Context: an optimization exercise on an open-source flow, tuned for small area and a short achievable clock period. The choices shown serve that exercise and are no tape-out recipe.
The RTL of this run was laid out without a check of its function.
Power figures rest on the tool's default switching activity, not on a simulated workload.

$ cat config.mk
export PLATFORM = sky130hd
export DESIGN_NAME = CORE
export DESIGN_NICKNAME = CORE
export VERILOG_FILES = /design/flow/design.v
export SDC_FILE = /design/flow/constraint.sdc
export NUM_CORES = 4
export LEC_CHECK = 0
export CAP_MARGIN = 20
export CORE_MARGIN = 2
export CORE_UTILIZATION = 40
export CTS_BUF_LIST = sky130_fd_sc_hd__clkbuf_16
export CTS_CLUSTER_DIAMETER = 100
export CTS_CLUSTER_SIZE = 30
export SETUP_SLACK_MARGIN = 3.8
export SLEW_MARGIN = 20
export SYNTH_HIERARCHICAL = 1
$ cat constraint.sdc
create_clock -name core_clock -period 7.5 [get_ports {i_CLK}]
set_input_delay 1.5000 -clock core_clock [delete_from_list [all_inputs] [get_ports {i_CLK}]]
set_output_delay 1.5000 -clock core_clock [all_outputs]
set_load 0.01 [all_outputs]
$ cat design.v
module O22AI (
    input  wire a1, a2, b1, b2,
    output wire y
);
    assign y = ~((a1 | a2) & (b1 | b2));
endmodule
module NOR2 (
    input  wire a, b,
    output wire y
);
    assign y = ~(a | b);
endmodule
module OR16 (
    input  wire [15:0] x,
    output wire        y
);
    assign y = |x;
endmodule
module DEC5N (
    input  wire [4:0]  a,
    output wire [31:1] n
);
    genvar k;
    generate
        for (k = 1; k < 32; k = k + 1) begin : g_dec
            assign n[k] = (a != k);
        end
    endgenerate
endmodule
module XOR2 (
    input  wire a, b,
    output wire y
);
    assign y = a ^ b;
endmodule
module PAR8 (
    input  wire [7:0] x,
    output wire       y
);
    wire [3:0] l1;
    wire [1:0] l2;
    genvar i;
    generate
        for (i = 0; i < 4; i = i + 1) begin : g_l1
            XOR2 u_x (.a(x[2*i]), .b(x[2*i+1]), .y(l1[i]));
        end
    endgenerate
    XOR2 u_x20 (.a(l1[0]), .b(l1[1]), .y(l2[0]));
    XOR2 u_x21 (.a(l1[2]), .b(l1[3]), .y(l2[1]));
    XOR2 u_x3  (.a(l2[0]), .b(l2[1]), .y(y));
endmodule
module PC8HI (
    input  wire [7:0] x,
    output wire [3:1] c
);
    wire [3:0] lo = x[3:0];
    wire [3:0] hi = x[7:4];
    wire l1 = |lo;
    wire l2 = (lo[0] & lo[1]) | (lo[0] & lo[2]) | (lo[0] & lo[3]) |
              (lo[1] & lo[2]) | (lo[1] & lo[3]) | (lo[2] & lo[3]);
    wire l3 = (lo[0] & lo[1] & lo[2]) | (lo[0] & lo[1] & lo[3]) |
              (lo[0] & lo[2] & lo[3]) | (lo[1] & lo[2] & lo[3]);
    wire l4 = &lo;
    wire h1 = |hi;
    wire h2 = (hi[0] & hi[1]) | (hi[0] & hi[2]) | (hi[0] & hi[3]) |
              (hi[1] & hi[2]) | (hi[1] & hi[3]) | (hi[2] & hi[3]);
    wire h3 = (hi[0] & hi[1] & hi[2]) | (hi[0] & hi[1] & hi[3]) |
              (hi[0] & hi[2] & hi[3]) | (hi[1] & hi[2] & hi[3]);
    wire h4 = &hi;
    wire ge2 = l2 | h2 | (l1 & h1);
    wire ge4 = l4 | h4 | (l3 & h1) | (l2 & h2) | (l1 & h3);
    wire ge6 = (l4 & h2) | (l3 & h3) | (l2 & h4);
    wire ge8 = l4 & h4;
    assign c[3] = ge8;
    assign c[2] = ge4 & !ge8;
    assign c[1] = (ge2 & !ge4) | (ge6 & !ge8);
endmodule
module CARRY8 (
    input  wire [7:0] g,
    input  wire [7:0] t,
    input  wire       cin,
    output wire [7:0] o_c
);
    wire [7:0] g0 = {g[7:1], g[0] | (t[0] & cin)};
    wire [7:0] g1, p1, g2, p2, g3;
    genvar i;
    generate
        for (i = 0; i < 8; i = i + 1) begin : g_ks
            if (i >= 1) begin : l1
                assign g1[i] = g0[i] | (t[i] & g0[i-1]);
                assign p1[i] = t[i] & t[i-1];
            end else begin : l1n
                assign g1[i] = g0[i];
                assign p1[i] = t[i];
            end
            if (i >= 2) begin : l2
                assign g2[i] = g1[i] | (p1[i] & g1[i-2]);
                assign p2[i] = p1[i] & p1[i-2];
            end else begin : l2n
                assign g2[i] = g1[i];
                assign p2[i] = p1[i];
            end
            if (i >= 4) begin : l3
                assign g3[i] = g2[i] | (p2[i] & g2[i-4]);
            end else begin : l3n
                assign g3[i] = g2[i];
            end
        end
    endgenerate
    assign o_c = {g3[6:0], cin};
endmodule
module ALU_PRE (
    input  wire [1:0] i_op,
    input  wire [7:0] i_a,
    input  wire [7:0] i_b,
    output wire [7:0] o_x,
    output wire [7:0] o_y
);
    wire addop = (i_op == 2'b00);
    wire sub   = (i_op == 2'b01);
    wire andop = (i_op == 2'b10);
    wire cntop = (i_op == 2'b11);
    wire [7:0] h;
    genvar i;
    generate
        for (i = 0; i < 8; i = i + 1) begin : g_bit
            XOR2 u_h (.a(i_a[i]), .b(i_b[i]), .y(h[i]));
        end
    endgenerate
    wire [7:0] g = i_a & i_b;
    wire [7:0] ca, cs;
    CARRY8 u_cadd (.g(g), .t(i_a | i_b), .cin(1'b0), .o_c(ca));
    CARRY8 u_csub (.g(i_a & ~i_b), .t(i_a | ~i_b), .cin(1'b1), .o_c(cs));
    wire [3:0] na, nb;
    PAR8  u_pa (.x(i_a), .y(na[0]));
    PAR8  u_pb (.x(i_b), .y(nb[0]));
    PC8HI u_ha (.x(i_a), .c(na[3:1]));
    PC8HI u_hb (.x(i_b), .c(nb[3:1]));
    assign o_x = ({8{cntop}} & {4'd0, na}) | ({8{andop}} & g) |
                 ({8{addop}} & h) | ({8{sub}} & ~h);
    assign o_y = ({8{cntop}} & {4'd0, nb}) | ({8{addop}} & ca) |
                 ({8{sub}} & cs);
endmodule
module ALU_POST (
    input  wire       i_cnt,
    input  wire [7:0] i_x,
    input  wire [7:0] i_y,
    output wire [7:0] o_r
);
    wire [3:0] gg = i_x[3:0] & i_y[3:0];
    wire [3:0] tt = i_x[3:0] | i_y[3:0];
    wire [4:1] c;
    assign c[1] = i_cnt & gg[0];
    assign c[2] = i_cnt & (gg[1] | (tt[1] & gg[0]));
    assign c[3] = i_cnt & (gg[2] | (tt[2] & gg[1]) | (tt[2] & tt[1] & gg[0]));
    assign c[4] = i_cnt & gg[3];
    wire [7:0] pp;
    wire [4:1] s;
    genvar i;
    generate
        for (i = 0; i < 8; i = i + 1) begin : g_pp
            XOR2 u_pp (.a(i_x[i]), .b(i_y[i]), .y(pp[i]));
        end
        for (i = 1; i < 5; i = i + 1) begin : g_s
            XOR2 u_s (.a(pp[i]), .b(c[i]), .y(s[i]));
        end
    endgenerate
    assign o_r = {pp[7:5], s[4:1], pp[0]};
endmodule
module RDBIT (
    input  wire [31:1] nsel,
    input  wire [31:1] nd,
    output wire        y
);
    wire [15:0] t;
    genvar k;
    generate
        for (k = 0; k < 15; k = k + 1) begin : g_pair
            O22AI u_p (.a1(nsel[2*k+1]), .a2(nd[2*k+1]),
                       .b1(nsel[2*k+2]), .b2(nd[2*k+2]), .y(t[k]));
        end
    endgenerate
    NOR2 u_last (.a(nsel[31]), .b(nd[31]), .y(t[15]));
    OR16 u_or (.x(t), .y(y));
endmodule
module RDPORT (
    input  wire [4:0]   i_addr,
    input  wire [247:0] i_nd,       
    output wire [7:0]   o_data
);
    wire [31:1] nsel;
    DEC5N u_dec (.a(i_addr), .n(nsel));
    genvar b, k;
    generate
        for (b = 0; b < 8; b = b + 1) begin : g_bit
            wire [31:1] col;
            for (k = 1; k < 32; k = k + 1) begin : g_col
                assign col[k] = i_nd[8*(k-1)+b];
            end
            RDBIT u_bit (.nsel(nsel), .nd(col), .y(o_data[b]));
        end
    endgenerate
endmodule
module CORE #(
    parameter DATA_WIDTH = 8
)
(
    input wire i_CLK,
    input wire i_RSTn,
    input wire [31:0] i_instr,
    input wire i_valid,
    input wire i_ready1,
    output reg o_ready,
    output wire [DATA_WIDTH-1:0] o_data1,
    output wire o_valid1
);
    wire [1:0] op  = i_instr[31:30];
    wire [4:0] rd  = i_instr[29:25];
    wire [4:0] rs0 = i_instr[24:20];
    wire [4:0] rs1 = i_instr[19:15];
    reg       alu_valid;         
    reg [4:0] pend_dest;         
    reg [1:0] alu_oper;
    reg [4:0] wb_dest;
    reg       last_alu_valid;
    reg       st_show;           
    reg       st_hold;           
    wire hazard = alu_valid && (pend_dest != 5'd0) &&
                  ((rs0 == pend_dest) || (rs1 == pend_dest));
    wire alu_ready = !st_hold;
    wire load = !st_show || (!st_hold && i_ready1);
    wire wen  = st_show && i_ready1;
    assign o_valid1 = st_show;
    always @(posedge i_CLK) begin
        pend_dest <= rd;
        alu_oper  <= op;
    end
    always @(posedge i_CLK)
        if (alu_valid && alu_ready)
            wb_dest <= pend_dest;
    always @(posedge i_CLK or negedge i_RSTn)
        if (!i_RSTn) begin
            o_ready        <= 1'b0;
            alu_valid      <= 1'b0;
            last_alu_valid <= 1'b0;
            st_show        <= 1'b0;
            st_hold        <= 1'b0;
        end else begin
            o_ready        <= !hazard;
            alu_valid      <= i_valid && !hazard && alu_ready;
            last_alu_valid <= alu_valid;
            if (!st_show) begin
                st_show <= alu_valid;
            end else if (!st_hold) begin
                if (!i_ready1)
                    st_hold <= 1'b1;
                else if (!alu_valid)
                    st_show <= 1'b0;
            end else if (i_ready1) begin
                st_hold <= 1'b0;
                st_show <= last_alu_valid;
            end
        end
    reg  [247:0] rfn;            
    wire [7:0]   rd0, rd1;
    wire         rst = !i_RSTn;
    genvar k;
    generate
        for (k = 1; k < 32; k = k + 1) begin : g_row
            localparam [7:0] INIT = (k == 1) ? 8'd10 : (k == 2) ? 8'd5 : 8'd0;
            wire we = rst || (wen && wb_dest == k);
            always @(posedge i_CLK)
                if (we)
                    rfn[8*(k-1) +: 8] <= rst ? ~INIT : ~o_data1;
        end
    endgenerate
    RDPORT u_rd0 (.i_addr(rs0), .i_nd(rfn), .o_data(rd0));
    RDPORT u_rd1 (.i_addr(rs1), .i_nd(rfn), .o_data(rd1));
    wire [7:0] pre_x, pre_y;
    ALU_PRE u_pre (.i_op(alu_oper), .i_a(rd0), .i_b(rd1), .o_x(pre_x), .o_y(pre_y));
    reg       res_cnt;
    reg [7:0] res_x, res_y;
    always @(posedge i_CLK)
        if (load) begin
            res_cnt <= (alu_oper == 2'b11);
            res_x   <= pre_x;
            res_y   <= pre_y;
        end
    ALU_POST u_post (.i_cnt(res_cnt), .i_x(res_x), .i_y(res_y), .o_r(o_data1));
endmodule
$ cat run.sh
#!/bin/bash
# synth_recipe.tcl (not shown) runs the flow's synth.tcl, then flattens the netlist and writes it again
# the make line also repeats each setting of config.mk as NAME=value (left out here)
make -C /OpenROAD-flow-scripts/flow DESIGN_CONFIG=/design/flow/config.mk WORK_HOME=/design/flow/orfs CLKGATE_MAP_FILE= SYNTH_SCRIPT=/design/flow/synth_recipe.tcl finish
==> summary.md <==
| Metric | Value |
|---|---|
| Status | finished clean |
| # IOs | between 40 and 50 |
| Critical path class | in2reg |
| Reg-to-reg startpoint | rfn[181] |
| Initial antenna violation count | 1 |
| Power Dens Cells | 313.7 nW/um^2 |
| Final min period | 4.237 ns |
| Die width | 186.4 um |
| Initial Utilization | 0.4082 |
| Routed vias/inst | about 6.4 |
| Crit. End Element | flop |
| Max FO, Critical Path | 8 |
| CP dominant cell by count | buf_6 |
| Hold slack final | 0.3842 ns |
| Max Cap Viol | 0 |
| Setup TNS Final | 0 ns |
| Yosys warns | 7 |
| Hold_buf cts | 0 |
| Pwr Total | between 5 and 6 mW |
| Max incr delay on CP | 0.55 ns |
| Clock Tree Root | clkbuf_16 |
| Min-delay worst type | reg2reg |
| Reg2Reg Setup Slack | 4.35 ns |
| Total GRT Usage | 0.2467 |
| Cells after Synth | roughly 1100 |
| Post-route cell area | around 18000 um^2 |
| Die Ht | 186.4 um |
| Final Skew | 0.02466 ns |
| H-tree depth | 1 |
| Register-to-Register Path Depth | 11 |
| # setup viols final | 0 |
| Clock Tree Buf Depth | 3 |
| Arr. time, crit path | 4.48 ns |
| RSZ-0062 raised after global routing | true |
| Worst-Margin Slew | around 1.1 ns |
| NumNets Final | roughly 1300 |
| Final worst setup slack | 3.263 ns |
| Area grow syn2layout | 36.41% |
| Share of cells above drive strength 1 | 0.3624 |
| WHS Endpoint | last_alu_valid |
| Worst EP required | 7.74 ns |
| IO Port Bufs | 30 |
| Peak supply drop | 0.2330 mV |
| Total core area | approximately 33000 um^2 |
| Iter 0 DRT Violations | 1244 |
| First-pass GRT wire length | approximately 65 mm |
| Vias in the first global route | 10320 |
| Die Area | about 35000 um^2 |
| DRT antenna net count | 0 |
| Depth of the worst hold-timing path | 0 |
| CP delay by family, top | simple AND/OR/NAND/NOR gates |
| Placed Instances | 1551 |
| Worst-path clk slew | between 0.1 and 0.15 ns |
| Final Util | 0.5568 |
| Post-Route WL | 44.89 mm |
| Critical-path cell list | buf_6, nor2b_4, buf_4, nand2_4, o22ai_1, nor4_2, nand4_1, buf_6, or4_4, a2111oi_4, nor2_1, a31oi_1, o41ai_1, nand3_1, o21ai_2 |
| Mapped Area | approximately 13000 um^2 |
| Non-filler cells, final | 1692 |
| CTS tree | yes |
| Fmax | approximately 240 MHz |
| Num CTS Buffers | 14 |
| Buf+Inv Stages, Crit Path | 3 |
| Avg Synthesized Cell Area | about 12 um^2 |
| Gp weighted congestion | 0.9740 |
| Final critical-path share of the clock period | 0.5649 |
| Final hold violations | 0 |
| # diodes | 0 |
| DPL Wire Length | just under 30 mm |
| DP Area | 14670 um^2 |
| GRT overflow | 0 |
| Routed WL per cell | 26.53 um |
| # DRC | 0 |
| DP Worst Slack | 1.288 ns |
| Worst hold start | alu_valid |
| First-pass iteration count of the detailed router | 8 |
| Max_slew headroom | 0.2576 |
| R2r endpoint | res_y[1] |
| Largest net degree at the start of global routing | 57 |
| Clock sinks | between 200 and 300 |
| Element type at the critical path start | primary input |
| Max Slew Vio Count | 0 |
| Row count | 66 |
| P_leak | 6.185 nW |
| Routed vias | 10820 |
| Slowest CP cell | or4_4 |
| Clk Latency, worst-skew pair | 0.52 ns |
## power breakdown
group	internal (mW)	switching, mW	leakage, nW
combinational	0.795	1.15	3.42
sequential	2.51	0.358	2.53
clock	0.383	0.501	0.228
total	3.69	2.01	6.18
## layout make-up
cell class / instances / area (um^2)
Fill cell: 2535 / 14460
Sequential cell: 282 / 8373
Multi-Input combinational cell: 758 / 6958
Timing Repair Buffer: 180 / 1795
Tap cell: 442 / 553.0
Clock buffer: 15 / 375.4
Clock inverter: 6 / 72.57
Inverter: 9 / 33.78
## sequential cells by signal, summed over array words and instances, names as in the netlist
signal and cells:
rfn 248, res_x 8, res_y 8, pend_dest 5, wb_dest 5, alu_oper 2
alu_valid 1, last_alu_valid 1, o_ready 1, res_cnt 1, st_hold 1, st_show 1
## routing by layer
metal  wire [um]  up-vias  track usage
li1            -     4715            -
met1       17710     5405       0.3221
met2       21020      564       0.4046
met3        3854      138      0.04758
met4        2305        0       0.1022
met5           0        -            0
## how the worst max path moves through the flow
stage / cells past startpoint / slack, ns / from / to
global route: 15 / 3.23 / i_instr[18] / res_y[1]
finish: 15 / 3.26 / i_instr[15] / res_y[1]
detailed placement: 13 / 1.29 / i_instr[16] / res_y[2]
global placement: 13 / 1.29 / i_instr[17] / res_y[2]
CTS: 15 / 3.38 / i_instr[18] / res_y[1]
floorplan: 12 / 3.23 / i_instr[24] / res_x[1]
## cells in the final DEF (no fill, tap or decap), types with 5 or more instances in the layout
cell             instances
nor4_4                  40
nor4_1                  14
o22ai_2                 59
o21ai_0                 12
mux2i_1                  8
maj3_1                   5
or2_2                    6
clkdlybuf4s50_1         18
and3_1                   6
nand3_1                  9
buf_12                  21
xnor2_1                 14
nand2_8                 19
nor2_1                  42
o22ai_4                 18
o211ai_1                 8
nand2_1                 34
edfxtp_1               270
dfxtp_1                  7
a21oi_1                  8
or3_1                    5
buf_4                  109
o22ai_1                170
nand4_1                 16
nand2b_1                11
a21o_1                   8
nand2_4                 39
o21ai_1                 26
buf_6                   23
nor2b_1                 11
nand2_2                  7
xor2_1                  34
a31oi_1                  6
nor3b_4                  6
dfrtp_1                  5
inv_1                   12
clkbuf_16               17
nor4_2                  14
## timing repair
item | CTS | global route
gates cloned | 1 | 2
hold endpoints to repair | 0 | 0
gates resized for setup | 320 | 78
setup buffers | 79 | 38
endpoints found under the setup margin | 18 | 15
pin swaps | 77 | 35

==> afterwards: timing with drivers on the ports <==
Ports are ideal in the flow. The routed layout listed here was re-timed in OpenROAD.
Step 1 assumes that a clkbuf_16 drives the clock port and a buf_2 every other input.
Step 2, shift: input delay + t, output delay - t, t = (earliest + latest rising clock arrival at the registers) / 2. This alone moves slack from input paths to output paths.
Three values: ideal, step 1, step 2; two values: the first two.
shift t [ns]: 0.550
setup WS [ns]: 3.263 / 3.180 / 2.629
worst hold slack (ns): 0.384 / 0.384 / 0.384
clock arrival spread, ns: 0.029 / 0.029
slew at the worst register clock pin (ns): 0.12 / 0.12
After both steps this run still meets setup and hold. For this run, drivers alone change the setup slack by -0.083 ns; drivers and shift together by -0.634 ns.
